This is an optimization exercise on Yosys and OpenROAD, whose aim is small area and a short achievable clock period, not a production implementation. Function was checked by simulation only, so behaviour that the tests miss may differ from the original. Power and IR drop assume default switching activity.

**design/flow/config.mk**
```make
export PLATFORM = sky130hd
export DESIGN_NAME = sorting_network_top
export DESIGN_NICKNAME = sorting_network_top
export VERILOG_FILES = /design/flow/design.v
export SDC_FILE = /design/flow/constraint.sdc
export NUM_CORES = 4
export LEC_CHECK = 0
export CAP_MARGIN = 20
export CORE_MARGIN = 2
export CORE_UTILIZATION = 40
export CTS_CLUSTER_DIAMETER = 100
export CTS_CLUSTER_SIZE = 20
export SETUP_SLACK_MARGIN = 3.05
export SLEW_MARGIN = 20
```
**design/flow/flow/io.tcl**
```tcl
# Pin placement: every input on the left edge, every output on the right edge, so the
# pipeline runs from left to right and the all-pairs comparators sit near their inputs.
set_io_pin_constraint -direction INPUT -region left:*
set_io_pin_constraint -direction OUTPUT -region right:*
```
**design/flow/constraint.sdc**
```tcl
create_clock -name core_clock -period 5.0 [get_ports {clk_i}]
set_input_delay 1.0000 -clock core_clock [delete_from_list [all_inputs] [get_ports {clk_i}]]
set_output_delay 1.0000 -clock core_clock [all_outputs]
set_load 0.01 [all_outputs]
```
**design/flow/design.v**
```verilog
module sorting_network_top (
  input          clk_i,
  input          rst_i,
  input  [99:0]  data_i,
  input          data_valid_i,
  output [99:0]  data_o,
  output         data_valid_o
);
  sorting_network #(
    .NUMBER_WIDTH   ( 10 ),
    .NUMBERS_AMOUNT ( 10 )
  ) u_sorting_network (
    .clk_i        ( clk_i        ),
    .rst_i        ( rst_i        ),
    .data_i       ( data_i       ),
    .data_valid_i ( data_valid_i ),
    .data_o       ( data_o       ),
    .data_valid_o ( data_valid_o )
  );
endmodule

module sorting_network #(
  parameter int NUMBER_WIDTH   = 10,
  parameter int NUMBERS_AMOUNT = 10
)(
  input                                                 clk_i,
  input                                                 rst_i,
  input  [NUMBERS_AMOUNT - 1 : 0][NUMBER_WIDTH - 1 : 0] data_i,
  input                                                 data_valid_i,
  output [NUMBERS_AMOUNT - 1 : 0][NUMBER_WIDTH - 1 : 0] data_o,
  output                                                data_valid_o
);
localparam int N = NUMBERS_AMOUNT;
localparam int W = NUMBER_WIDTH;
function automatic logic gt_f( input logic [W - 1 : 0] a, input logic [W - 1 : 0] b );
  logic c;
  c = 1'b0;
  for( int i = 0; i < W; i++ )
    c = ( a[i] & ~b[i] ) | ( a[i] & c ) | ( ~b[i] & c );
  gt_f = c;
endfunction
function automatic logic [3 : 0] csa9_f( input logic [8 : 0] b );
  logic [2 : 0] s, c;
  logic         w1, w2a, w2b, w4;
  for( int g = 0; g < 3; g++ )
    begin
      s[g] = b[3 * g] ^ b[3 * g + 1] ^ b[3 * g + 2];
      c[g] = ( b[3 * g] & b[3 * g + 1] ) | ( b[3 * g] & b[3 * g + 2] ) | ( b[3 * g + 1] & b[3 * g + 2] );
    end
  w1  = s[0] ^ s[1] ^ s[2];
  w2a = ( s[0] & s[1] ) | ( s[0] & s[2] ) | ( s[1] & s[2] );
  w2b = c[0] ^ c[1] ^ c[2];
  w4  = ( c[0] & c[1] ) | ( c[0] & c[2] ) | ( c[1] & c[2] );
  csa9_f = { w4, w2b, w2a, w1 };
endfunction
function automatic logic [5 : 0] half_f( input logic [3 : 0] r );
  logic [4 : 0] m;
  m[0] = ~r[3] & ~r[2] & ~r[1];
  m[1] = ~r[3] & ( r[2] ^ r[1] );
  m[2] = ( ~r[3] & r[2] & r[1] ) | ( r[3] & ~r[2] & ~r[1] );
  m[3] = r[3] & ( r[2] ^ r[1] );
  m[4] = r[3] & r[2] & r[1];
  half_f = { m, r[0] };
endfunction
logic [N - 1 : 0][N - 1 : 0]  gt;
logic [N - 1 : 0][8 : 0]      votes;
logic [N - 1 : 0][5 : 0]      rank;
logic [N - 1 : 0][9 : 0]      sel;
logic [N - 1 : 0][W - 1 : 0]  sorted;
logic [N - 1 : 0][W - 1 : 0]  data_q1;
logic [N - 1 : 0][W - 1 : 0]  data_q2;
logic [N - 1 : 0][W - 1 : 0]  sorted_q;
logic [N - 1 : 0][N - 1 : 0]  gt_q;
logic [N - 1 : 0][5 : 0]      rank_q;
logic [2 : 0]                 valid_d;
always_comb
  begin
    gt = '0;
    for( int i = 0; i < N; i++ )
      for( int j = i + 1; j < N; j++ )
        gt[i][j] = gt_f( data_i[i], data_i[j] );
  end
always_comb
  for( int i = 0; i < N; i++ )
    begin
      for( int j = 0; j < N - 1; j++ )
        votes[i][j] = ( j < i ) ? !gt_q[j][i] : gt_q[i][j + 1];
      rank[i] = half_f( csa9_f( votes[i] ) );
    end
always_comb
  for( int k = 0; k < N; k++ )
    begin
      sorted[k] = '0;
      for( int i = 0; i < N; i++ )
        begin
          for( int m = 0; m < N; m++ )
            sel[i][m] = rank_q[i][1 + m / 2] & ( rank_q[i][0] == m[0] );
          sorted[k] = sorted[k] | ( data_q2[i] & {W{sel[i][k]}} );
        end
    end
always_ff @( posedge clk_i )
  begin
    data_q1  <= data_i;
    for( int i = 0; i < N; i++ )
      for( int j = i + 1; j < N; j++ )
        gt_q[i][j] <= gt[i][j];
    data_q2  <= data_q1;
    rank_q   <= rank;
    sorted_q <= sorted;
  end
always_ff @( posedge clk_i, posedge rst_i )
  if( rst_i )
    valid_d <= '0;
  else
    valid_d <= { valid_d[1 : 0], data_valid_i };
assign data_o       = sorted_q;
assign data_valid_o = valid_d[2];
endmodule
```
**design/flow/standard.sh**
```bash
#!/bin/bash
# synth_recipe.tcl (not shown) runs the flow's synth.tcl, then flattens the netlist and writes it again
# the make line also repeats each setting of config.mk as NAME=value (left out here)
make -C /OpenROAD-flow-scripts/flow DESIGN_CONFIG=/design/flow/config.mk WORK_HOME=/design/flow/orfs CLKGATE_MAP_FILE= SYNTH_SCRIPT=/design/flow/synth_recipe.tcl "${@:-finish}"
```
**design/flow/flow/run.sh**
```bash
#!/bin/bash
# The standard layout (the standard.sh: ORFS synthesis through finish), with these
# changes to how ORFS builds it:
#  - port buffers: buf_4 on every input, buf_2 on every output (flow/pre_gpl.tcl), instead
#    of the delay-cell footprint that buffer_ports picks by default,
#  - timing repair may resize cells across footprints (MATCH_CELL_FOOTPRINT=0), and
#  - the pins are placed with inputs on the left edge and outputs on the right (flow/io.tcl).
# Every tool's output goes to ORFS's own logs; make's output goes to flow_make.log here.
set -euo pipefail
bash standard.sh MATCH_CELL_FOOTPRINT=0 \
  "PRE_GLOBAL_PLACE_TCL=$PWD/flow/pre_gpl.tcl" \
  "BUFFER_PORTS_ARGS=-inputs -buffer_cell sky130_fd_sc_hd__buf_4" \
  "IO_CONSTRAINTS=$PWD/flow/io.tcl" finish > flow_make.log 2>&1
```
**design/flow/flow/pre_gpl.tcl**
```tcl
# Output ports get buf_2 buffers (the standard buffer_ports call that follows then buffers
# the inputs only, with the cell BUFFER_PORTS_ARGS names).
buffer_ports -outputs -buffer_cell sky130_fd_sc_hd__buf_2
```
==> results_dict.tcl, run 1 <==
set metrics [dict create \
    clock-root-buffer "clkbuf_16" \
    wl_um 135000 \
    synth.top_cell.area_share_pct 35.4 \
    synthToLayoutAreaGrowth_pct 16.2 \
    die_x_um 243 \
    synth.distinct_cells 45 \
    worst_setup_path_start_kind "input port" \
    synth_nets 2693 \
    status "timing/DRC/antenna clean" \
    setup_tns_ns 0 \
    num_rows 87 \
    ys_warn_count 1 \
    hold_class "input port to asynchronous set/reset pin" \
    synth_area_leaders "dfxtp_1 35%, nor2b_1 8.6%, a22oi_1 8.2%" \
    io_buffers 203 \
    post-route-util_pct 47.1 \
    drv_cap 0 \
    drt_iter0_markers 4164 \
    power.leakage_uw 0.00911 \
    dp_slack_ns 2.04 \
    ant_nets 0 \
    hold_buffers 0 \
    synth_edf_count 0 \
    first_global_vias 23000 \
    slew_headroom_pct 16.8 \
    core_area_um2 56500 \
    cts-buffers-inserted 27 \
    vias_per_cell 7.65 \
    setup_violations 0 \
    initial_core_util_pct 40.5 \
    post-route-period-util_pct 43.5 \
    grt_pass1_wl_um 185000 \
    hold_viol 0 \
    r2r_slack_ns 3.03 \
    grt.total_usage_pct 43.5 \
    cts_tree "built" \
    die_area_um2 59200 \
    arrival_ns 2.66 \
    synth_compound_area_share_pct 33.1 \
    clock_latency_ns 0.62 \
    syn_area_um2 22900 \
    synth_common_cells "405 x dfxtp_1, 314 x nor2b_1, 249 x a22oi_1, 171 x clkbuf_1, 146 x nand2b_1" \
    synth_xor_area_share_pct 0.382 \
    dp_hpwl_um 94400 \
    syn_inst 2540 \
    fin_nets 2627 \
    synth.most_common_cell "dfxtp_1" \
    fp.dieH_um 243 \
    clk_pin_slew_ns 0.08 \
    drc 0 \
    cp_max_fo 16 \
    io_pins 204 \
    gp_congestion 1.06 \
    final_layout_size_suffix_gt1_share_pct 21.8 \
    drtPass1Iterations 11 \
    p_per_area_nw_per_um2 523 \
    clockBufferDepth 3 \
    fin_crit_ns 2.17 \
    grt_max_degree 33 \
    synth_top_family_by_area "compound AO/OA/AOI/OAI gates" \
    synth_fa_ha_area_share_pct 4.41 \
    critPathRequiredTime_ns 5.49 \
    wire_per_inst_um 41.6 \
    clock_sinks 408 \
    worst_slack_ns 2.83 \
    synthSimpleGateAreaFrac_pct 19.7 \
    synth_area_per_cell_um2 9.02 \
    synth_seq_cells 408 \
    dr_total_vias 24800 \
    ir_drop_v 0.000362 \
    worstMarginPinSlew_ns 1.25 \
    overflow 0 \
    slew_violations 0 \
    synthFlopType "dfxtp_1" \
    fillerInstances 5349 \
    cp-end-kind "register" \
    antenna_found_initial 11 \
    rsz0062_at_grt "yes" \
    synthMuxAreaShare_pct 0 \
    skew_ns 0.0445 \
    cts_max_level 1 \
    total_power_uw 13900 \
    yosysSeqAreaShare_pct 35.7 \
    yosys.area.top_type "dfxtp_1" \
    fmax_mhz 460 \
    async_reset_ff_share_pct 0.735 \
    path_class "input port to register" \
]
cells by family (layout without fill, tap and decap cells):
| logic type | Yosys count | in the layout |
|---|---|---|
| buf+inv | 384 | 324 |
| simple gates | 736 | 736 |
| fa+ha+maj | 51 | 51 |
| flops | 408 | 408 |
| other cells | 0 | 5 |
| xor+xnor | 10 | 10 |
| compound gates | 951 | 951 |
where the power goes:
group,switching [uW],total (uW),leakage [uW],internal (uW)
Combinational,4280,6380,0.00526,2100
Sequential,1120,5280,0.00346,4160
Clock,1200,2250,0.000395,1050
layout by cell type, fill, tap and decap left out, drive strengths merged, types with 28 or more instances in the layout:
| cell | count |
|---|---|
| o311ai | 45 |
| o21ai | 55 |
| nand2b | 146 |
| inv | 89 |
| a22oi | 249 |
| o22ai | 46 |
| a32oi | 94 |
| o2111ai | 45 |
| a2111oi | 45 |
| nor2b | 316 |
| clkbuf | 28 |
| a21oi | 46 |
| dfxtp | 405 |
| a211o | 43 |
| nand4 | 141 |
| a221oi | 101 |
| buf | 182 |
| a211oi | 45 |
| fa | 50 |
| and2 | 50 |
| a22o | 55 |
| o221ai | 36 |
| a32o | 44 |
final timing paths:
path,startpoint,end,cells past startpoint
worst max-delay path,data_i[42],u_sorting_network.gt_q[4],6
worst min-delay path,rst_i,u_sorting_network.valid_d[0],2
worst max register to register,u_sorting_network.rank_q[33],u_sorting_network.sorted_q[43],3
worst min register to register,u_sorting_network.data_q1[61],u_sorting_network.data_q2[61],0
max in group asynchronous,rst_i,u_sorting_network.valid_d[2],2
min in group core_clock,u_sorting_network.data_q1[61],u_sorting_network.data_q2[61],0
critical path, cell delays in order:
cell and delay, ns:
buf_6 0.21, inv_4 0.16, a2111oi_2 0.82, nand4_1 0.17
o2111ai_1 0.15, o311ai_1 0.12
final cells by class:
type	instances	area [um^2]	share of cell area, %
Timing Repair Buffer	183	1720	6.47
Clock inverter	8	135	0.508
Antenna cell	5	12.5	0.0470
Timing Repair inverter	1	5.00	0.0188
Clock buffer	27	676	2.54
Inverter	105	492	1.85
Tap cell	756	946	3.55
Sequential cell	408	8350	31.4
Multi-Input combinational cell	1748	14300	53.7
timing repair:
action	4_1_cts	5_1_grt
pin swaps	19	45
resized for setup	179	156
setup endpoints to repair	235	212
gates cloned	1	1
setup buffers	9	43
per-stage QoR:
| stage | hold slack [ns] | area [um^2] | instances |
|---|---|---|---|
| 6_report | 0.273 | 26600 | 3241 |
| 5_1_grt | 0.283 | 26600 | 3236 |
| 4_1_cts | 0.249 | 25600 | 3192 |
| 3_5_place_dp | 0.312 | 24300 | 3147 |
| 3_3_place_gp | 0.311 | 24300 | 3146 |
| 2_1_floorplan | 0.310 | 23800 | 2540 |
flip-flops by register name (all words and copies together), names as in the netlist:
signal                      cells
u_sorting_network.data_q1     100
u_sorting_network.data_q2     100
u_sorting_network.gt_q         45
u_sorting_network.rank_q       60
u_sorting_network.sorted_q    100
u_sorting_network.valid_d       3
layer usage:
| layer | vias up | global-route usage [%] | wire [um] |
|---|---|---|---|
| met1 | 12000 | 55.4 | 50700 |
| met3 | 657 | 10.7 | 15900 |
| met5 | - | 0 | 49 |
| met2 | 2396 | 65.2 | 55800 |
| met4 | 8 | 29.2 | 12200 |
| li1 | 9728 | - | - |
==> inputs of run 2 (changes only) <==
--- a/design/flow/config.mk
+++ b/design/flow/config.mk
@@ -12,3 +12,4 @@
 export CTS_CLUSTER_SIZE = 20
-export SETUP_SLACK_MARGIN = 3.05
+export PLACE_DENSITY = 0.7
+export SETUP_SLACK_MARGIN = 2.9
 export SLEW_MARGIN = 20
==> run 2 against run 1 <==
Net effect:
- die area unchanged
- maximum frequency decreased by 4.1%
- setup slack got worse by 0.094 ns
- first-iteration DRC count increased by 9.2%
- critical path type is now register to register
- still clean
==> results_dict.tcl, run 2 <==
set metrics [dict create \
    die_x_um 243 \
    io_buffers 203 \
    synth.top_cell.area_share_pct 35.4 \
    layout.cells.non_filler 3198 \
    vias_per_cell 7.85 \
    clockBufferDepth 3 \
    fin_nets 2585 \
    yosys.area.top_type "dfxtp_1" \
    rr_worst_depth 3 \
    die_area_um2 59200 \
    path_class "register to register" \
    dp.cells 3153 \
    io_pins 204 \
    status "timing/DRC/antenna clean" \
    synth_common_cells "405 x dfxtp_1, 314 x nor2b_1, 249 x a22oi_1, 171 x clkbuf_1, 146 x nand2b_1" \
    fillerInstances 5392 \
    synth.distinct_cells 45 \
    grt_pass1_wl_um 185000 \
    syn_inst 2540 \
    synthFlopType "dfxtp_1" \
    yosysSeqAreaShare_pct 35.7 \
    r2r_slack_ns 2.73 \
    fin_crit_ns 2.27 \
    synth.most_common_cell "dfxtp_1" \
    cts_max_level 1 \
    synth_area_leaders "dfxtp_1 35%, nor2b_1 8.6%, a22oi_1 8.2%" \
    p_per_area_nw_per_um2 546 \
    synth_nets 2693 \
    overflow 0 \
    dr_total_vias 25100 \
    power.leakage_uw 0.00858 \
    seq_area_um2 8210 \
    synth_seq_cells 408 \
    num_rows 87 \
    synth_edf_count 0 \
    cp_max_fo 9 \
    synth_area_per_cell_um2 9.02 \
    fmax_mhz 441 \
    arrival_ns 2.78 \
    cts_tree "built" \
    syn_area_um2 22900 \
    clock-root-buffer "clkbuf_16" \
    post-route-period-util_pct 45.4 \
    rsz0062_at_grt "yes" \
    ir_drop_v 0.000409 \
    first_global_vias 23900 \
    synthToLayoutAreaGrowth_pct 8.65 \
    core_area_um2 56500 \
    clock_sinks 408 \
    antenna_found_initial 11 \
    ys_warn_count 1 \
    hold_viol 0 \
    worst_setup_path_start_kind "register" \
    gp_congestion 1.09 \
    setup_tns_ns 0 \
    top_regs "u_sorting_network.data_q1 x100, u_sorting_network.data_q2 x100, u_sorting_network.sorted_q x100" \
    critPathRequiredTime_ns 5.51 \
    drc 0 \
    wl_um 132000 \
    skew_ns 0.0178 \
    slew_violations 0 \
    dp_hpwl_um 89600 \
    mostFrequentLayoutCells "391 x dfxtp_1, 307 x nor2b_1, 249 x a22oi_1" \
    setup_violations 0 \
    async_reset_ff_share_pct 0.735 \
    initial_core_util_pct 40.5 \
    drv_cap 0 \
    fp.dieH_um 243 \
    clock_latency_ns 0.60 \
    final_common_cell "dfxtp_1" \
    ant_nets 0 \
    worstMarginPinSlew_ns 1.29 \
    drt_iter0_markers 4546 \
    grt.total_usage_pct 43.1 \
    multi_input_area_um2 13400 \
    grt_max_degree 33 \
    fin_area_um2 24900 \
    drtPass1Iterations 10 \
    clk_pin_slew_ns 0.09 \
    hold_ws_ns 0.261 \
    cp-end-kind "register" \
    worstReg2RegEnd "u_sorting_network.sorted_q[86]" \
    cts-buffers-inserted 26 \
    hold_buffers 0 \
    final_layout_size_suffix_gt1_share_pct 10.3 \
    wire_per_inst_um 41.4 \
    r2r_start "u_sorting_network.rank_q[29]" \
    hold_class "input port to asynchronous set/reset pin" \
    slew_headroom_pct 14.1 \
    place_area_um2 23800 \
]
## run 2: worst max-delay path: stages, from the launching register on
cell and delay, ns:
dfxtp_1 0.63, nor2b_1 1.06, a221oi_1 0.26, nand4_1 0.22
## run 2: cell type report
| class | count | area share, % |
|---|---|---|
| diodes | 4 | 0.0402 |
| clock inverters | 7 | 0.402 |
| well taps | 756 | 3.80 |
| clock buffers | 27 | 2.71 |
| multi-input cells | 1748 | 53.8 |
| repair buffers | 143 | 4.56 |
| inverters | 105 | 1.71 |
| flip-flops and latches | 408 | 33.0 |
## run 2: kinds of logic after synthesis
kind of cell / synth area share (%)
compound gates: 33.1
xor+xnor: 0.382
fa+ha+maj: 4.41
buf+inv: 6.71
flops: 35.7
simple gates: 19.7
## run 2: power by group
group	switching [uW]	internal, uW
clock network	1150	1030
logic	4290	1930
registers	1120	4060
total	6560	7030
## run 2: worst max-delay path by stage
stage | startpoint | endpoint | slack, ns | depth (start not counted)
detailed placement | data_i[82] | u_sorting_network.gt_q[68] | 1.90 | 6
global route | u_sorting_network.valid_d[2] | data_valid_o | 2.84 | 0
CTS | u_sorting_network.valid_d[2] | data_valid_o | 2.86 | 0
global placement | data_i[82] | u_sorting_network.gt_q[68] | 1.87 | 6
finish | u_sorting_network.rank_q[29] | u_sorting_network.sorted_q[86] | 2.73 | 3
floorplan | data_i[12] | u_sorting_network.gt_q[1] | 2.88 | 6
## run 2: through the flow
stage	utilization (%)	power (uW)	setup WS [ns]
2_1_floorplan	-	8090	2.88
3_3_place_gp	42.0	10700	1.87
3_5_place_dp	42.1	10800	1.90
4_1_cts	43.7	12900	2.86
5_1_grt	44.0	13800	2.84
6_report	44.1	13600	2.73
## run 2: routing by layer
layer | part of all wire, % | track usage, %
met1 | 36 | 53.1
met3 | 15 | 16.0
met2 | 41 | 63.3
met5 | 0.093 | 0.327
met4 | 8.6 | 26.8
## run 2: timing repair
item                                    in CTS  in global routing
resized for setup                           31                 50
endpoints found under the setup margin      82                 75
pin swaps                                    1                  1
setup buffers                                4                  3
==> inputs of run 3 (changes only) <==
--- a/design/flow/config.mk
+++ b/design/flow/config.mk
@@ -12,3 +12,2 @@
 export CTS_CLUSTER_SIZE = 20
-export PLACE_DENSITY = 0.7
 export SETUP_SLACK_MARGIN = 2.9
==> run 3 against run 2 <==
Net effect:
- still clean on timing, DRC and antenna
- clock power is 2% higher
- cell count hardly changed
- clock skew is 0.0070 ns higher
- via count is 1.1% lower
- maximum frequency is 0.98% higher
- sequential power is 2% lower
- critical path depth is 2 higher
- first-iteration DRC count is 1.4% higher
==> results_dict.tcl, run 3 <==
set metrics [dict create \
    status "timing/DRC/antenna clean" \
    critPathRequiredTime_ns 5.52 \
    wl_met2_um 52800 \
    wl_met1_um 49700 \
    drt_iter0_markers 4608 \
    slew_headroom_pct 16.4 \
    synth_area_leaders "dfxtp_1 35%, nor2b_1 8.6%, a22oi_1 8.2%" \
    die_x_um 243 \
    yosys.area.top_type "dfxtp_1" \
    top_regs "u_sorting_network.data_q1 x100, u_sorting_network.data_q2 x100, u_sorting_network.sorted_q x100" \
    fin_nets 2585 \
    fillerInstances 5452 \
    worstMarginPinSlew_ns 1.25 \
    syn_area_um2 22900 \
    synth_seq_cells 408 \
    power.leakage_uw 0.00855 \
    io_buffers 203 \
    rr_worst_depth 4 \
    synthToLayoutAreaGrowth_pct 8.76 \
    num_rows 87 \
    synth_edf_count 0 \
    ant_nets 0 \
    synthFlopType "dfxtp_1" \
    gp_congestion 1.06 \
    dp_hpwl_um 90800 \
    dr.max_layer_used "met4" \
    core_area_um2 56500 \
    fmax_mhz 445 \
    wl_um 131000 \
    final_layout_size_suffix_gt1_share_pct 10.5 \
    overflow 0 \
    place_area_um2 23700 \
    ir_drop_v 0.000302 \
    setup_tns_ns 0 \
    path_class "input port to register" \
    clock-root-buffer "clkbuf_16" \
    clock_latency_ns 0.62 \
    cts-buffers-inserted 27 \
    skew_ns 0.0248 \
    wire_per_inst_um 41.0 \
    hold_viol 0 \
    clock_sinks 408 \
    dr_total_vias 24800 \
    hold_class "input port to asynchronous set/reset pin" \
    dp_slack_ns 1.69 \
    grt_pass1_wl_um 183000 \
    synth.most_common_cell "dfxtp_1" \
    p_per_area_nw_per_um2 541 \
    worst_slack_ns 2.75 \
    wl_met3_um 17700 \
    rsz0062_at_grt "yes" \
    syn_inst 2540 \
    antenna_found_initial 10 \
    initial_core_util_pct 40.5 \
    post-route-period-util_pct 44.9 \
    grt.total_usage_pct 42.7 \
    cts_max_level 1 \
    slew_violations 0 \
    vias_per_cell 7.76 \
    cp_max_fo 11 \
    yosysSeqAreaShare_pct 35.7 \
    io_pins 204 \
    mostFrequentLayoutCells "395 x dfxtp_1, 305 x nor2b_1, 249 x a22oi_1" \
    arrival_ns 2.77 \
    die_area_um2 59200 \
    setup_violations 0 \
    worst_setup_path_start_kind "input port" \
    drv_cap 0 \
    drtPass1Iterations 9 \
    fin_area_um2 24900 \
    synth_nets 2693 \
    final_common_cell "dfxtp_1" \
    fp.dieH_um 243 \
    cp-end-kind "register" \
    clk_pin_slew_ns 0.08 \
    synth.top_cell.area_share_pct 35.4 \
    grt_max_degree 40 \
    first_global_vias 23600 \
    clockBufferDepth 3 \
    drc 0 \
    async_reset_ff_share_pct 0.735 \
    synth_area_per_cell_um2 9.02 \
    fin_crit_ns 2.25 \
    cts_tree "built" \
    synth_common_cells "405 x dfxtp_1, 314 x nor2b_1, 249 x a22oi_1, 171 x clkbuf_1, 146 x nand2b_1" \
    synth.distinct_cells 45 \
    ys_warn_count 1 \
]
run 3: cell types whose count changed in the layout (fill, tap and decap cells not counted), sizes merged:
cell	previous run	this run
clkinvlp	8	11
buf	143	141
bufinv	1	0
clkbuf	27	28
diode	4	3
inv	88	87
run 3: power breakdown:
part           switching, uW  internal, uW
Clock                   1190          1040
Sequential              1020          4050
Combinational           4270          1910
Total                   6470          7000
run 3: path summary, 6_finish.rpt:
kind                                                  end                           from  slack (ns)
setup / recovery               u_sorting_network.gt_q[25]                     data_i[27]        2.75
hold / removal               u_sorting_network.valid_d[0]                          rst_i        0.25
setup reg to reg           u_sorting_network.sorted_q[66]   u_sorting_network.rank_q[34]        2.80
hold reg to reg             u_sorting_network.data_q2[74]  u_sorting_network.data_q1[74]        0.32
max in group asynchronous    u_sorting_network.valid_d[2]                          rst_i        4.61
min in group core_clock     u_sorting_network.data_q2[74]  u_sorting_network.data_q1[74]        0.32
run 3: worst max-delay path: stages:
cell and delay [ns]:
buf_4 0.30, clkinv_1 0.45, a21oi_2 0.49, o2111ai_1 0.35, o311ai_1 0.17
run 3: per-layer routing:
metal	up-vias	GRT usage, %
met1	11900	54.5
met2	2620	61.5
li1	9621	-
met5	-	0.408
met4	0	28.7
met3	678	13.3
run 3: through the flow:
step / hold WS, ns / util (%) / instances / total power (uW)
floorplan: 0.310 / - / 2540 / 8090
global placement: 0.311 / 42.0 / 3151 / 10700
detailed placement: 0.312 / 42.0 / 3151 / 10800
CTS: 0.238 / 43.7 / 3194 / 13000
global route: 0.257 / 44.1 / 3195 / 13800
finish: 0.252 / 44.1 / 3197 / 13500
run 3: logic make-up after synthesis:
| group | after synthesis | share of synthesized area [%] |
|---|---|---|
| compound gates | 951 | 33.1 |
| simple gates | 736 | 19.7 |
| flops | 408 | 35.7 |
| buf+inv | 384 | 6.71 |
| fa+ha+maj | 51 | 4.41 |
| xor+xnor | 10 | 0.382 |
run 3: cell type report:
type | count | area (um^2) | share of cell area (%)
diodes | 3 | 7.51 | 0.0301
clock buffers | 28 | 701 | 2.81
clock inverters | 7 | 106 | 0.427
inverters | 105 | 437 | 1.75
multi-input cells | 1748 | 13400 | 53.8
flip-flops and latches | 408 | 8200 | 32.9
well taps | 756 | 946 | 3.80
repair buffers | 141 | 1100 | 4.41
repair inverters | 1 | 7.51 | 0.0301
run 3: repair_timing:
item	CTS	global route
pin swaps	0	9
resized for setup	23	65
hold buffers	0	0
setup endpoints to repair	47	71
setup buffers	7	0
gates cloned	1	0
==> inputs of run 4 (changes only) <==
--- a/design/flow/config.mk
+++ b/design/flow/config.mk
@@ -10,4 +10,4 @@
 export CORE_UTILIZATION = 40
-export CTS_CLUSTER_DIAMETER = 100
-export CTS_CLUSTER_SIZE = 20
+export CTS_CLUSTER_DIAMETER = 110
+export CTS_CLUSTER_SIZE = 24
 export SETUP_SLACK_MARGIN = 2.9
==> run 4 against run 3 <==
Net effect:
- largest power group unchanged
- still clean
- critical endpoint is now u_sorting_network.gt_q[6]
- core utilization is 0.084 points lower
- area after synthesis unchanged
- routed wire length about the same
- first-iteration DRC count increased by 3.2%
==> results_dict.tcl, run 4 <==
set metrics [dict create \
    status "timing/DRC/antenna clean" \
    grt_max_degree 40 \
    seq_power_share_pct 38.1 \
    first_global_vias 23500 \
    dr_total_vias 24900 \
    grtUsageMet3_pct 14.8 \
    worstMarginPinSlew_ns 1.27 \
    r2r_slack_ns 2.79 \
    cp_max_fo 19 \
    critPathRequiredTime_ns 5.47 \
    fmax_mhz 440 \
    grt_most_used_layer "met2" \
    synth.top_cell.area_share_pct 35.4 \
    yosysSeqAreaShare_pct 35.7 \
    hold_class "input port to asynchronous set/reset pin" \
    worstReg2RegEnd "u_sorting_network.sorted_q[66]" \
    overflow 0 \
    mostFrequentLayoutCells "394 x dfxtp_1, 306 x nor2b_1, 248 x a22oi_1" \
    swShare_pct 48.4 \
    cts-buffers-inserted 23 \
    slew_violations 0 \
    rsz0062_at_grt "yes" \
    synth_common_cells "405 x dfxtp_1, 314 x nor2b_1, 249 x a22oi_1, 171 x clkbuf_1, 146 x nand2b_1" \
    synthFlopType "dfxtp_1" \
    die_area_um2 59200 \
    hold_ws_ns 0.277 \
    async_reset_ff_share_pct 0.735 \
    cts_tree "built" \
    dp_hpwl_um 90800 \
    drc 0 \
    fin_crit_ns 2.27 \
    cts_max_level 1 \
    synth_nets 2693 \
    synth.most_common_cell "dfxtp_1" \
    worst_slack_ns 2.73 \
    layout.cells.non_filler 3194 \
    fillerInstances 5462 \
    final_layout_size_suffix_gt1_share_pct 10.8 \
    internal_power_uw 6870 \
    hold_buffers 0 \
    p_per_area_nw_per_um2 535 \
    final_common_cell "dfxtp_1" \
    io_buffers 203 \
    clk_pin_slew_ns 0.10 \
    grt.total_usage_pct 42.7 \
    cp-end-kind "register" \
    dp_slack_ns 1.69 \
    drv_cap 0 \
    met1_usage_pct 53.8 \
    synth_seq_cells 408 \
    ant_nets 0 \
    wire_per_inst_um 41.1 \
    drtPass1Iterations 7 \
    ir_drop_v 0.000299 \
    fin_nets 2584 \
    clock-root-buffer "clkbuf_16" \
    synthToLayoutAreaGrowth_pct 8.55 \
    power_frac_comb_pct 46.6 \
    rr_worst_depth 4 \
    wl_um 131000 \
    syn_area_um2 22900 \
    setup_violations 0 \
    hold_viol 0 \
    drt_iter0_markers 4756 \
    slew_headroom_pct 15.1 \
    r2r_start "u_sorting_network.rank_q[34]" \
    clock_latency_ns 0.59 \
    arrival_ns 2.74 \
    die_x_um 243 \
    ys_warn_count 1 \
    yosys.area.top_type "dfxtp_1" \
    synth_edf_count 0 \
    grtUsageMet2_pct 60.9 \
    num_rows 87 \
    initial_core_util_pct 40.5 \
    clock_sinks 408 \
    vias_per_cell 7.81 \
    clkPwrFrac_pct 15.3 \
    synth_area_per_cell_um2 9.02 \
    post-route-period-util_pct 45.4 \
    clockBufferDepth 3 \
    grt_pass1_wl_um 183000 \
    core_area_um2 56500 \
    gp_congestion 1.06 \
    fp.dieH_um 243 \
    antenna_found_initial 12 \
    io_pins 204 \
    synth.distinct_cells 45 \
    setup_tns_ns 0 \
    top_regs "u_sorting_network.data_q1 x100, u_sorting_network.data_q2 x100, u_sorting_network.sorted_q x100" \
    power.leakage_uw 0.00852 \
    p_switching_uw 6440 \
    worst_setup_path_start_kind "input port" \
    syn_inst 2540 \
    dp.cells 3151 \
    path_class "input port to register" \
    synth_area_leaders "dfxtp_1 35%, nor2b_1 8.6%, a22oi_1 8.2%" \
    skew_ns 0.0435 \
]
==> run 4: cell counts after synthesis <==
Identical to the previous run, type by type.
==> run 4: what timing repair did <==
| action | 4_1_cts | 5_1_grt |
|---|---|---|
| buffers inserted | 7 | 4 |
| gates cloned | 0 | 0 |
| setup endpoints to repair | 53 | 76 |
| pin swaps | 0 | 12 |
| gates resized for setup | 24 | 79 |
==> run 4: routing by layer <==
| layer | part of all wire [%] | wire [um] | vias up |
|---|---|---|---|
| met5 | 0.036 | 47 | - |
| met1 | 37 | 49000 | 11900 |
| met4 | 9.2 | 12100 | 6 |
| met2 | 40 | 51900 | 2600 |
| met3 | 14 | 18200 | 781 |
| li1 | - | - | 9618 |
==> run 4: power groups by stage <==
stage          Clock (uW)  Combinational [uW]  Sequential (uW)
2_1_floorplan           0                3510             4580
3_3_place_gp            0                5670             5070
3_5_place_dp            0                5670             5090
4_1_cts              2080                5700             5020
5_1_grt              2190                6300             5100
6_report             2040                6200             5070
==> run 4: through the flow <==
stage	cell area [um^2]	power [uW]	util [%]
after global routing	24900	13600	44.0
after floorplan	22900	8090	-
after global placement	23700	10700	42.0
after CTS	24600	12800	43.5
final	24900	13300	44.0
after detailed placement	23700	10800	42.0
==> run 4: kinds of logic after synthesis <==
| logic type | after synthesis | synth area share [%] |
|---|---|---|
| AO/OA/AOI/OAI | 951 | 33.1 |
| XOR/XNOR | 10 | 0.382 |
| adder cells (fa/ha/maj) | 51 | 4.41 |
| buffers and inverters | 384 | 6.71 |
| flip-flops | 408 | 35.7 |
| AND/OR/NAND/NOR | 736 | 19.7 |
==> run 4: cell type report <==
type	instances	area (um^2)	area share, %
Timing Repair Buffer	145	1140	4.60
Tap cell	756	946	3.80
Clock inverter	6	86.3	0.347
Clock buffer	24	601	2.42
Sequential cell	408	8200	33.0
Multi-Input combinational cell	1748	13400	54.1
Antenna cell	2	5.00	0.0201
Inverter	105	439	1.77
==> run 4: how the worst max path moves through the flow <==
stage                     startpoint                   endpoint  slack (ns)  cells after the start
after global routing      data_i[86]  u_sorting_network.gt_q[8]        2.77                      6
after detailed placement  data_i[62]  u_sorting_network.gt_q[6]        1.69                      6
after CTS                 data_i[62]  u_sorting_network.gt_q[6]        2.80                      6
after floorplan           data_i[12]  u_sorting_network.gt_q[1]        2.88                      6
after global placement    data_i[62]  u_sorting_network.gt_q[6]        1.69                      6
final                     data_i[64]  u_sorting_network.gt_q[6]        2.73                      6
==> run 4: critical path, stage by stage <==
cell and delay [ns]:
buf_4 0.30, nor2b_1 0.15, a2111oi_4 0.48, nand4_1 0.41, o2111ai_1 0.26, o311ai_1 0.13
==> inputs of run 5 (changes only) <==
--- a/design/flow/flow/run.sh
+++ b/design/flow/flow/run.sh
@@ -3,3 +3,3 @@
 # changes to how ORFS builds it:
-#  - port buffers: buf_4 on every input, buf_2 on every output (flow/pre_gpl.tcl), instead
+#  - port buffers: buf_6 on every input, buf_2 on every output (flow/pre_gpl.tcl), instead
 #    of the delay-cell footprint that buffer_ports picks by default,
@@ -11,3 +11,3 @@
   "PRE_GLOBAL_PLACE_TCL=$PWD/flow/pre_gpl.tcl" \
-  "BUFFER_PORTS_ARGS=-inputs -buffer_cell sky130_fd_sc_hd__buf_4" \
+  "BUFFER_PORTS_ARGS=-inputs -buffer_cell sky130_fd_sc_hd__buf_6" \
   "IO_CONSTRAINTS=$PWD/flow/io.tcl" finish > flow_make.log 2>&1
--- a/design/flow/config.mk
+++ b/design/flow/config.mk
@@ -10,4 +10,4 @@
 export CORE_UTILIZATION = 40
-export CTS_CLUSTER_DIAMETER = 110
-export CTS_CLUSTER_SIZE = 24
+export CTS_CLUSTER_DIAMETER = 100
+export CTS_CLUSTER_SIZE = 20
 export SETUP_SLACK_MARGIN = 2.9
==> run 5 against run 4 <==
Net effect:
- worst hold slack worse by 0.029 ns
- critical endpoint is now u_sorting_network.gt_q[49]
- area after synthesis unchanged
- global-route usage up 0.85 points
- cell count about the same
- critical path type unchanged
==> results_dict.tcl, run 5 <==
set metrics [dict create \
    status "timing/DRC/antenna clean" \
    worstReg2RegEnd "u_sorting_network.sorted_q[9]" \
    slew_headroom_pct 18.3 \
    wl_um 134000 \
    ir_drop_v 0.000293 \
    setup_violations 0 \
    mostFrequentLayoutCells "391 x dfxtp_1, 301 x nor2b_1, 249 x a22oi_1" \
    critPathMaxStageDelay_ns 0.55 \
    post-route-util_pct 44.7 \
    ant_nets 0 \
    drc 0 \
    ys_warn_count 1 \
    vias_per_cell 7.76 \
    cp_max_fo 19 \
    hold_class "input port to asynchronous set/reset pin" \
    post-route-period-util_pct 48.5 \
    p_switching_uw 6460 \
    fin_crit_ns 2.43 \
    dp_hpwl_um 92500 \
    final_layout_size_suffix_gt1_share_pct 10.3 \
    swShare_pct 48.1 \
    r2r_start "u_sorting_network.rank_q[37]" \
    synth_area_leaders "dfxtp_1 35%, nor2b_1 8.6%, a22oi_1 8.2%" \
    die_x_um 243 \
    cp_cell_sequence "buf_6, nor2b_1, a2111oi_2, nand4_1, o2111ai_1, o311ai_1" \
    grt_max_degree 41 \
    antenna_found_initial 7 \
    dr_total_vias 24800 \
    synth_nets 2693 \
    fillerInstances 5420 \
    clkPwrFrac_pct 16.2 \
    yosys.area.top_type "dfxtp_1" \
    worstMarginPinSlew_ns 1.22 \
    clock_sinks 408 \
    synthToLayoutAreaGrowth_pct 10.2 \
    critical_path_buf_inv_count 1 \
    drt_iter0_markers 4739 \
    synth_seq_cells 408 \
    final_common_cell "dfxtp_1" \
    synthFlopType "dfxtp_1" \
    io_buffers 203 \
    syn_area_um2 22900 \
    cp-end-kind "register" \
    clk_pin_slew_ns 0.08 \
    power.leakage_uw 0.00866 \
    fp.dieH_um 243 \
    io_pins 204 \
    yosysSeqAreaShare_pct 35.7 \
    core_area_um2 56500 \
    arrival_ns 2.88 \
    setup_tns_ns 0 \
    synth.distinct_cells 45 \
    seq_power_share_pct 38.5 \
    hold_viol 0 \
    internal_power_uw 6970 \
    synth_common_cells "405 x dfxtp_1, 314 x nor2b_1, 249 x a22oi_1, 171 x clkbuf_1, 146 x nand2b_1" \
    drtPass1Iterations 10 \
    synth.most_common_cell "dfxtp_1" \
    wire_per_inst_um 42.0 \
    num_rows 87 \
    cts_max_level 1 \
    initial_core_util_pct 40.5 \
    cp_top_family "compound AO/OA/AOI/OAI gates" \
    path_class "input port to register" \
    slowest_stage "a2111oi_2" \
    synth_edf_count 0 \
    critPathRequiredTime_ns 5.45 \
    synth.top_cell.area_share_pct 35.4 \
    die_area_um2 59200 \
    syn_inst 2540 \
    clock_latency_ns 0.61 \
    overflow 0 \
    cts-buffers-inserted 27 \
    first_global_vias 23600 \
    top_regs "u_sorting_network.data_q1 x100, u_sorting_network.data_q2 x100, u_sorting_network.sorted_q x100" \
    power_frac_comb_pct 45.3 \
    rr_worst_depth 3 \
    worst_setup_path_start_kind "input port" \
    clockBufferDepth 3 \
    async_reset_ff_share_pct 0.735 \
    gp_congestion 1.12 \
    synth_area_per_cell_um2 9.02 \
    p_per_area_nw_per_um2 532 \
    clock-root-buffer "clkbuf_16" \
    rsz0062_at_grt "yes" \
    grt.total_usage_pct 43.5 \
    skew_ns 0.0333 \
    grt_pass1_wl_um 185000 \
    fmax_mhz 412 \
    r2r_slack_ns 2.89 \
    drv_cap 0 \
    slew_violations 0 \
    fin_nets 2581 \
    cts_tree "built" \
]
## run 5: cell counts after synthesis
Identical to the previous run, type by type.
## run 5: how the worst max path moves through the flow
stage                from                         end  slack [ns]  cells past startpoint
6_report       data_i[44]  u_sorting_network.gt_q[49]        2.57                      6
5_1_grt        data_i[44]  u_sorting_network.gt_q[49]        2.66                      6
4_1_cts        data_i[44]  u_sorting_network.gt_q[49]        2.73                      6
3_5_place_dp   data_i[44]  u_sorting_network.gt_q[49]        1.90                      6
3_3_place_gp   data_i[24]  u_sorting_network.gt_q[29]        1.97                      6
2_1_floorplan  data_i[12]   u_sorting_network.gt_q[1]        2.88                      6
## run 5: cell type report
class	instances	area, um^2	area share (%)
tap	756	946	3.75
multi-input combinational	1748	13400	53.0
antenna	6	15.0	0.0595
sequential	408	8210	32.5
clock buffer	28	679	2.69
clock inverter	8	98.8	0.392
timing repair buffer	138	1480	5.85
inverter	105	427	1.69
## run 5: worst reg2reg max path, cell delays in order, from the launching register on
cell and delay [ns]:
dfxtp_1 0.69, nor2b_1 0.83, a22oi_1 0.22, nand4_1 0.26
## run 5: layer usage
layer | track usage (%) | routed length (um) | share of wire (%)
met3 | 13.8 | 18400 | 14
met2 | 62.5 | 53700 | 40
met5 | 0 | 19 | 0.014
met1 | 55.2 | 50300 | 38
met4 | 30.4 | 11700 | 8.8
## run 5: cells by family (layout without fill, tap and decap cells)
| kind of cell | Yosys count | in the layout | share of synthesized area [%] |
|---|---|---|---|
| flip-flops | 408 | 408 | 35.7 |
| AO/OA/AOI/OAI | 951 | 951 | 33.1 |
| adder cells (fa/ha/maj) | 51 | 51 | 4.41 |
| other | 0 | 6 | 0 |
| AND/OR/NAND/NOR | 736 | 736 | 19.7 |
| buffers and inverters | 384 | 279 | 6.71 |
| XOR/XNOR | 10 | 10 | 0.382 |
## run 5: per-stage QoR
stage / cells / total power [uW] / setup slack [ns] / hold WS, ns / area [um^2]
global route: 3192 / 13700 / 2.66 / 0.246 / 25200
global placement: 3149 / 10800 / 1.97 / 0.311 / 24100
CTS: 3190 / 12900 / 2.73 / 0.236 / 25000
detailed placement: 3149 / 10800 / 1.90 / 0.312 / 24100
finish: 3197 / 13400 / 2.57 / 0.248 / 25200
floorplan: 2540 / 8090 / 2.88 / 0.310 / 22900
## run 5: repair_timing
item / in CTS / in global routing
endpoints found under the setup margin: 40 / 69
pin swaps: 0 / 11
setup buffers: 5 / 1
resized for setup: 23 / 53
hold buffers: 0 / 0
## run 5: power by group through the flow
stage | logic [uW] | registers, uW | clock network [uW]
2_1_floorplan | 3510 | 4580 | 0
3_3_place_gp | 5600 | 5150 | 0
3_5_place_dp | 5610 | 5180 | 0
4_1_cts | 5630 | 5100 | 2200
5_1_grt | 6220 | 5190 | 2320
6_report | 6080 | 5170 | 2180
==> inputs of run 6 (changes only) <==
==> design/flow/flow/run.sh (replaced) <==
#!/bin/bash
# The standard layout (the standard.sh: ORFS synthesis through finish), with these
# changes to how ORFS builds it:
#  - port buffers: buf_2 on every port, instead of the delay-cell footprint that
#    buffer_ports picks by default,
#  - timing repair may resize cells across footprints (MATCH_CELL_FOOTPRINT=0), and
#  - the pins are placed with inputs on the left edge and outputs on the right (flow/io.tcl).
# Every tool's output goes to ORFS's own logs; make's output goes to flow_make.log here.
set -euo pipefail
bash standard.sh MATCH_CELL_FOOTPRINT=0 \
  "BUFFER_PORTS_ARGS=-buffer_cell sky130_fd_sc_hd__buf_2" \
  "IO_CONSTRAINTS=$PWD/flow/io.tcl" finish > flow_make.log 2>&1
removed: design/flow/flow/pre_gpl.tcl
==> run 6 against run 5 <==
Net effect:
- still clean on timing, DRC and antenna
- non-clock buffer count is 130 higher
- sequential power is 6.6% lower
- clock skew is 0.018 ns lower
- area after synthesis stayed put
- worst hold slack better by 0.020 ns
- via count is 1.1% higher
- die area stayed put
- sequential share of layout area is 0.44 points lower
- setup slack better by 0.18 ns
- critical path type is now register to output port
==> results_dict.tcl, run 6 <==
set metrics [dict create \
    status "timing/DRC/antenna clean" \
    clkPwrFrac_pct 15.9 \
    dp_hpwl_um 91000 \
    grt_max_degree 33 \
    clockBufferDepth 3 \
    rsz0062_at_grt "yes" \
    wl_um 130000 \
    synth_nets 2693 \
    worst-path-stages 1 \
    hold_viol 0 \
    setup_tns_ns 0 \
    hold_class "input port to asynchronous set/reset pin" \
    drv_cap 0 \
    clock-root-buffer "clkbuf_16" \
    synthFlopType "dfxtp_1" \
    internal_power_uw 7220 \
    yosysSeqAreaShare_pct 35.7 \
    synth_seq_cells 408 \
    seq_power_share_pct 35.4 \
    fin_crit_ns 2.25 \
    syn_area_um2 22900 \
    critPathRequiredTime_ns 4.00 \
    r2r_slack_ns 2.86 \
    ant_nets 0 \
    synth_area_leaders "dfxtp_1 35%, nor2b_1 8.6%, a22oi_1 8.2%" \
    gp_congestion 1.06 \
    cts-buffers-inserted 27 \
    grt_pass1_wl_um 182000 \
    final_common_cell "dfxtp_1" \
    fp.dieH_um 243 \
    rr_worst_depth 3 \
    mostFrequentLayoutCells "394 x dfxtp_1, 300 x nor2b_1, 244 x a22oi_1" \
    power.leakage_uw 0.00905 \
    clock_sinks 408 \
    worst_setup_path_start_kind "register" \
    synth.distinct_cells 45 \
    final_layout_size_suffix_gt1_share_pct 15.9 \
    dr_total_vias 25100 \
    overflow 0 \
    synth.most_common_cell "dfxtp_1" \
    synthToLayoutAreaGrowth_pct 11.6 \
    top_regs "u_sorting_network.data_q1 x100, u_sorting_network.data_q2 x100, u_sorting_network.sorted_q x100" \
    p_switching_uw 6430 \
    clk_pin_slew_ns 0.07 \
    hold_buffers 0 \
    cp_max_fo 1 \
    dp.cells 3253 \
    synth_common_cells "405 x dfxtp_1, 314 x nor2b_1, 249 x a22oi_1, 171 x clkbuf_1, 146 x nand2b_1" \
    slew_violations 0 \
    path_class "register to output port" \
    skew_ns 0.0153 \
    async_reset_ff_share_pct 0.735 \
    critical_path_buf_inv_count 1 \
    cp_cell_sequence "buf_6" \
    dp_slack_ns 1.72 \
    ir_drop_v 0.000317 \
    cts_max_level 1 \
    cp-endpoint "data_valid_o" \
    cts_tree "built" \
    die_area_um2 59200 \
    post-route-period-util_pct 45.0 \
    synth_edf_count 0 \
    p_per_area_nw_per_um2 534 \
    synth_area_per_cell_um2 9.02 \
    wire_per_inst_um 39.2 \
    initial_core_util_pct 40.5 \
    r2r_start "u_sorting_network.rank_q[6]" \
    power_frac_comb_pct 48.7 \
    swShare_pct 47.1 \
    num_rows 87 \
    worstReg2RegEnd "u_sorting_network.sorted_q[6]" \
    ys_warn_count 1 \
    die_x_um 243 \
    vias_per_cell 7.54 \
    syn_inst 2540 \
    slowest_stage "dfrtp_2" \
    io_buffers 203 \
    cp-startpoint "u_sorting_network.valid_d[2]" \
    cp-end-kind "output port" \
    yosys.area.top_type "dfxtp_1" \
    worstMarginPinSlew_ns 1.25 \
    io_pins 204 \
    layout.cells.non_filler 3324 \
    antenna_found_initial 8 \
    critPathMaxStageDelay_ns 0.51 \
    drc 0 \
    worst_slack_ns 2.75 \
    arrival_ns 1.25 \
    grt.total_usage_pct 42.5 \
    first_global_vias 24000 \
    drt_iter0_markers 4485 \
    clock_latency_ns 0.59 \
    slew_headroom_pct 16.7 \
    synth.top_cell.area_share_pct 35.4 \
    drtPass1Iterations 10 \
    core_area_um2 56500 \
    setup_violations 0 \
    fmax_mhz 445 \
    fin_nets 2711 \
    cp_top_family "flip-flops" \
]
-- run 6: cell counts after synthesis --
Identical to the previous run, type by type.
-- run 6: metrics by stage --
stage / util (%) / power (uW) / hold slack, ns / area [um^2]
after floorplan: - / 8090 / 0.310 / 22900
after global placement: 42.5 / 10900 / 0.310 / 24000
after detailed placement: 42.5 / 11000 / 0.312 / 24000
after CTS: 44.5 / 13200 / 0.245 / 25200
after global routing: 45.2 / 14100 / 0.265 / 25600
final: 45.2 / 13700 / 0.268 / 25600
-- run 6: area by class of cell --
type	count	area, um^2
well taps	756	946
repair buffers	268	1630
clock buffers	28	679
diodes	5	12.5
multi-input cells	1748	13500
flip-flops and latches	408	8210
fillers	5487	30900
clock inverters	6	88.8
inverters	105	454
-- run 6: cell families (layout without fill, tap and decap cells) --
group           Yosys count  after routing  synth area share (%)
compound gates          951            951                  33.1
xor+xnor                 10             10                 0.382
fa+ha+maj                51             51                  4.41
buf+inv                 384            407                  6.71
flops                   408            408                  35.7
other cells               0              5                     0
simple gates            736            736                  19.7
-- run 6: metal layers --
layer  vias up  GRT usage [%]  routed length, um
li1       9894              -                  -
met1     11900           53.8              49000
met2      2545           61.7              52600
met3       757           12.6              16900
met4         6           29.5              11700
met5         -          0.408                 40
-- run 6: how the worst min path moves through the flow --
| stage | cells past startpoint | endpoint |
|---|---|---|
| global route | 2 | u_sorting_network.valid_d[0] |
| global placement | 0 | u_sorting_network.data_q2[6] |
| finish | 2 | u_sorting_network.valid_d[0] |
| detailed placement | 0 | u_sorting_network.data_q2[3] |
| floorplan | 0 | u_sorting_network.data_q2[0] |
| CTS | 2 | u_sorting_network.valid_d[0] |
-- run 6: power by group through the flow --
stage	clock (uW)	combinational [uW]	sequential, uW
CTS	2210	6200	4760
finish	2170	6660	4830
global route	2330	6870	4860
global placement	0	6140	4800
floorplan	0	3510	4580
detailed placement	0	6150	4830
-- run 6: what timing repair did --
item,CTS,global route
hold endpoints to repair,0,0
buffers inserted,20,12
gates resized for setup,81,97
endpoints found under the setup margin,74,89
pin swaps,4,17
gates cloned,0,0
==> inputs of run 7 (changes only) <==
--- a/design/flow/design.v
+++ b/design/flow/design.v
@@ -55,3 +55,3 @@
 endfunction
-function automatic logic [5 : 0] half_f( input logic [3 : 0] r );
+function automatic logic [9 : 0] dec_f( input logic [3 : 0] r );
   logic [4 : 0] m;
@@ -62,3 +62,4 @@
   m[4] = r[3] & r[2] & r[1];
-  half_f = { m, r[0] };
+  for( int k = 0; k < 10; k++ )
+    dec_f[k] = m[k / 2] & ( r[0] == k[0] );
 endfunction
@@ -66,3 +67,3 @@
 logic [N - 1 : 0][8 : 0]      votes;
-logic [N - 1 : 0][5 : 0]      rank;
+logic [N - 1 : 0][3 : 0]      rank;
 logic [N - 1 : 0][9 : 0]      sel;
@@ -73,3 +74,3 @@
 logic [N - 1 : 0][N - 1 : 0]  gt_q;
-logic [N - 1 : 0][5 : 0]      rank_q;
+logic [N - 1 : 0][3 : 0]      rank_q;
 logic [2 : 0]                 valid_d;
@@ -87,3 +88,3 @@
         votes[i][j] = ( j < i ) ? !gt_q[j][i] : gt_q[i][j + 1];
-      rank[i] = half_f( csa9_f( votes[i] ) );
+      rank[i] = csa9_f( votes[i] );
     end
@@ -95,4 +96,3 @@
         begin
-          for( int m = 0; m < N; m++ )
-            sel[i][m] = rank_q[i][1 + m / 2] & ( rank_q[i][0] == m[0] );
+          sel[i]    = dec_f( rank_q[i] );
           sorted[k] = sorted[k] | ( data_q2[i] & {W{sel[i][k]}} );
--- a/design/flow/flow/run.sh
+++ b/design/flow/flow/run.sh
@@ -3,4 +3,4 @@
 # changes to how ORFS builds it:
-#  - port buffers: buf_2 on every port, instead of the delay-cell footprint that
-#    buffer_ports picks by default,
+#  - port buffers: buf_4 on every input, buf_2 on every output (flow/pre_gpl.tcl), instead
+#    of the delay-cell footprint that buffer_ports picks by default,
 #  - timing repair may resize cells across footprints (MATCH_CELL_FOOTPRINT=0), and
@@ -10,3 +10,4 @@
 bash standard.sh MATCH_CELL_FOOTPRINT=0 \
-  "BUFFER_PORTS_ARGS=-buffer_cell sky130_fd_sc_hd__buf_2" \
+  "PRE_GLOBAL_PLACE_TCL=$PWD/flow/pre_gpl.tcl" \
+  "BUFFER_PORTS_ARGS=-inputs -buffer_cell sky130_fd_sc_hd__buf_4" \
   "IO_CONSTRAINTS=$PWD/flow/io.tcl" finish > flow_make.log 2>&1
==> design/flow/flow/pre_gpl.tcl (new file) <==
# Output ports get buf_2 buffers (the standard buffer_ports call that follows then buffers
# the inputs only, with the cell BUFFER_PORTS_ARGS names).
buffer_ports -outputs -buffer_cell sky130_fd_sc_hd__buf_2
==> run 7 against run 6 <==
Net effect:
- still clean
- synthesized cell count down 4.2%
- die area down 3.3%
- core utilization up 0.19 points
- largest cell class unchanged
==> results_dict.tcl, run 7 <==
set metrics [dict create \
    status "timing/DRC/antenna clean" \
    power_frac_comb_pct 47.3 \
    path_class "register to register" \
    yosysSeqAreaShare_pct 35.2 \
    io_pins 204 \
    r2r_slack_ns 2.80 \
    multi_input_area_um2 13500 \
    cp_max_fo 10 \
    slew_headroom_pct 34.5 \
    antenna_found_initial 12 \
    wire_per_inst_um 40.5 \
    slew_violations 0 \
    synthToLayoutAreaGrowth_pct 12.7 \
    skew_ns 0.0229 \
    rsz0062_at_grt "yes" \
    clockBufferDepth 3 \
    drv_cap 0 \
    setup_violations 0 \
    yosys.area.top_type "dfxtp_1" \
    worst_setup_path_start_kind "register" \
    hold_viol 0 \
    synth_nets 2587 \
    drc 0 \
    first_global_vias 22800 \
    async_reset_ff_share_pct 0.773 \
    synth_xor_area_share_pct 0.701 \
    io_buffers 203 \
    synth_area_per_cell_um2 9.09 \
    fin_nets 2559 \
    syn_inst 2434 \
    slowest_stage "dfxtp_1" \
    final_layout_size_suffix_gt1_share_pct 15.6 \
    initial_core_util_pct 40.3 \
    num_rows 86 \
    synth_top_family_by_area "compound AO/OA/AOI/OAI gates" \
    clkPwrFrac_pct 15.7 \
    core_area_um2 54900 \
    dp_hpwl_um 90300 \
    synth_common_cells "385 x dfxtp_1, 304 x a22oi_1, 224 x nor2b_1, 160 x nand2b_1, 128 x clkbuf_1" \
    grt_pass1_wl_um 175000 \
    gp_congestion 1.10 \
    arrival_ns 2.59 \
    drtPass1Iterations 9 \
    synth_fa_ha_area_share_pct 4.57 \
    post-route-util_pct 45.4 \
    critPathMaxStageDelay_ns 0.66 \
    synth.distinct_cells 63 \
    synth_seq_cells 388 \
    top_regs "u_sorting_network.data_q1 x100, u_sorting_network.data_q2 x100, u_sorting_network.sorted_q x100" \
    synth.top_cell.area_share_pct 34.8 \
    mostFrequentLayoutCells "376 x dfxtp_1, 302 x a22oi_1, 224 x nor2b_1" \
    wl_met2_um 53000 \
    seq_power_share_pct 36.9 \
    fmax_mhz 455 \
    place_area_um2 23200 \
    synthSimpleGateAreaFrac_pct 19.6 \
    syn_area_um2 22100 \
    wl_um 127000 \
    cts_max_level 1 \
    wl_met3_um 14900 \
    wl_met1_um 46900 \
    worstReg2RegEnd "u_sorting_network.sorted_q[59]" \
    swShare_pct 47.7 \
    layout.cells.non_filler 3122 \
    synth_area_leaders "dfxtp_1 35%, a22oi_1 10%, nor2b_1 6.3%" \
    final_common_cell "dfxtp_1" \
    clk_pin_slew_ns 0.08 \
    fin_area_um2 24900 \
    synthMuxAreaShare_pct 0 \
    grt.total_usage_pct 42.9 \
    cp_cell_sequence "nor3b_1, o21a_1, a22o_1, a221oi_1, nand3_1" \
    synth_compound_area_share_pct 33.8 \
    post-route-period-util_pct 43.9 \
    fin_crit_ns 2.20 \
    hold_class "input port to asynchronous set/reset pin" \
    seq_area_um2 7790 \
    cp-end-kind "register" \
    p_switching_uw 6550 \
    critPathRequiredTime_ns 5.39 \
    dp.cells 3041 \
    rr_worst_depth 5 \
    ir_drop_v 0.000281 \
    grt_max_degree 21 \
    internal_power_uw 7170 \
    cts_tree "built" \
    overflow 0 \
    worstMarginPinSlew_ns 0.977 \
    die_area_um2 57200 \
    drt_iter0_markers 4292 \
    ys_warn_count 1 \
    dr.max_layer_used "met5" \
    synthFlopType "dfxtp_1" \
    setup_tns_ns 0 \
    clock-root-buffer "clkbuf_16" \
    die_x_um 239 \
    synth.most_common_cell "dfxtp_1" \
    synth_edf_count 0 \
    vias_per_cell 7.74 \
    clock_sinks 388 \
    power.leakage_uw 0.00871 \
    fillerInstances 5288 \
    r2r_start "u_sorting_network.rank_q[34]" \
    cts-buffers-inserted 27 \
    fp.dieH_um 239 \
    clock_latency_ns 0.59 \
    ant_nets 0 \
    p_per_area_nw_per_um2 550 \
    total_power_uw 13700 \
    dr_total_vias 24200 \
]
## run 7: timing repair
| item | in CTS | in global routing |
|---|---|---|
| endpoints found under the hold margin | 0 | 0 |
| buffers inserted | 11 | 27 |
| pin swaps | 5 | 14 |
| hold buffers | 0 | 0 |
| gates cloned | 0 | 2 |
| gates resized for setup | 62 | 79 |
| setup endpoints to repair | 75 | 77 |
## run 7: worst max-delay path, delay by kind of cell, from the launching register on
family | cells | cell delay [ns]
and+or+nand+nor | 2 | 0.40
DFF | 1 | 0.66
AOI/OAI and AO/OA | 3 | 0.93
## run 7: area by class of cell
type | count | share of cell area, %
multi-input cells | 1704 | 54.0
clock inverters | 8 | 0.457
clock buffers | 28 | 2.72
inverters | 99 | 1.73
diodes | 5 | 0.0502
repair buffers | 184 | 6.21
flip-flops and latches | 388 | 31.3
well taps | 704 | 3.53
repair inverters | 2 | 0.0602
## run 7: per-stage QoR
stage	hold WS (ns)	setup slack, ns
after floorplan	0.310	2.88
after global placement	0.310	1.74
after detailed placement	0.312	1.98
after CTS	0.254	2.74
after global routing	0.277	2.78
final	0.271	2.80
## run 7: how the worst max path moves through the flow
stage | endpoint | cells past startpoint | from
finish | u_sorting_network.sorted_q[59] | 5 | u_sorting_network.rank_q[34]
global route | u_sorting_network.gt_q[5] | 6 | data_i[52]
CTS | u_sorting_network.gt_q[68] | 7 | data_i[87]
detailed placement | u_sorting_network.gt_q[68] | 7 | data_i[87]
global placement | u_sorting_network.gt_q[68] | 6 | data_i[87]
floorplan | u_sorting_network.gt_q[89] | 7 | data_i[92]
## run 7: power groups by stage
stage	Clock (uW)	Combinational [uW]	Sequential, uW
after floorplan	0	3840	4310
after global placement	0	5760	5030
after detailed placement	0	5830	5060
after CTS	2190	5940	5000
after global routing	2310	6690	5130
final	2160	6490	5070
## run 7: cell families (layout without fill, tap and decap cells)
| kind of cell | count (synthesis) | in the layout |
|---|---|---|
| other | 0 | 5 |
| AOI/OAI and AO/OA | 938 | 938 |
| DFF | 388 | 388 |
| xor gates and xnor gates | 10 | 10 |
| buffers and inverters | 342 | 321 |
| and+or+nand+nor | 705 | 705 |
| adders and majority gates | 51 | 51 |
## run 7: per-layer routing
metal | up-vias | track usage (%)
li1 | 9419 | -
met1 | 11600 | 53.3
met2 | 2414 | 64.9
met3 | 724 | 10.3
met4 | 6 | 31.3
met5 | - | 0

## static timing again, ports no longer ideal
The results above use ideal ports. As a check the final layouts listed here were re-extracted and re-timed, cells and wires unchanged.
Step 1 assumes that a clkbuf_16 drives the clock port and a buf_2 every other input.
Step 2 moves the port delays by t, midway between the first and last clock arrival at a register: inputs arrive t later, outputs are due t later. That takes back most of the time a late clock gives input paths.
Three values: ideal, step 1, step 2; two values: the first two.
| run | t, ns | setup slack, ns | slew at the worst register clock pin (ns) |
|---|---|---|---|
| run 1 | 0.667 | 2.825 / 2.830 / 2.163 | 0.09 / 0.09 |
| run 2 | 0.656 | 2.732 / 2.732 / 2.231 | 0.09 / 0.09 |
| run 3 | 0.669 | 2.754 / 2.794 / 2.125 | 0.08 / 0.08 |
| run 4 | 0.636 | 2.730 / 2.773 / 2.137 | 0.10 / 0.10 |
| run 5 | 0.658 | 2.575 / 2.600 / 1.942 | 0.10 / 0.10 |
| run 6 | 0.644 | 2.751 / 2.690 / 2.142 | 0.09 / 0.09 |
| run 7 | 0.639 | 2.805 / 2.804 / 2.165 | 0.09 / 0.09 |
After both steps setup and hold are still met in every run listed. The setup slack of run 1, which loses most, moves by +0.005 ns with the drivers and by -0.662 ns with both steps.
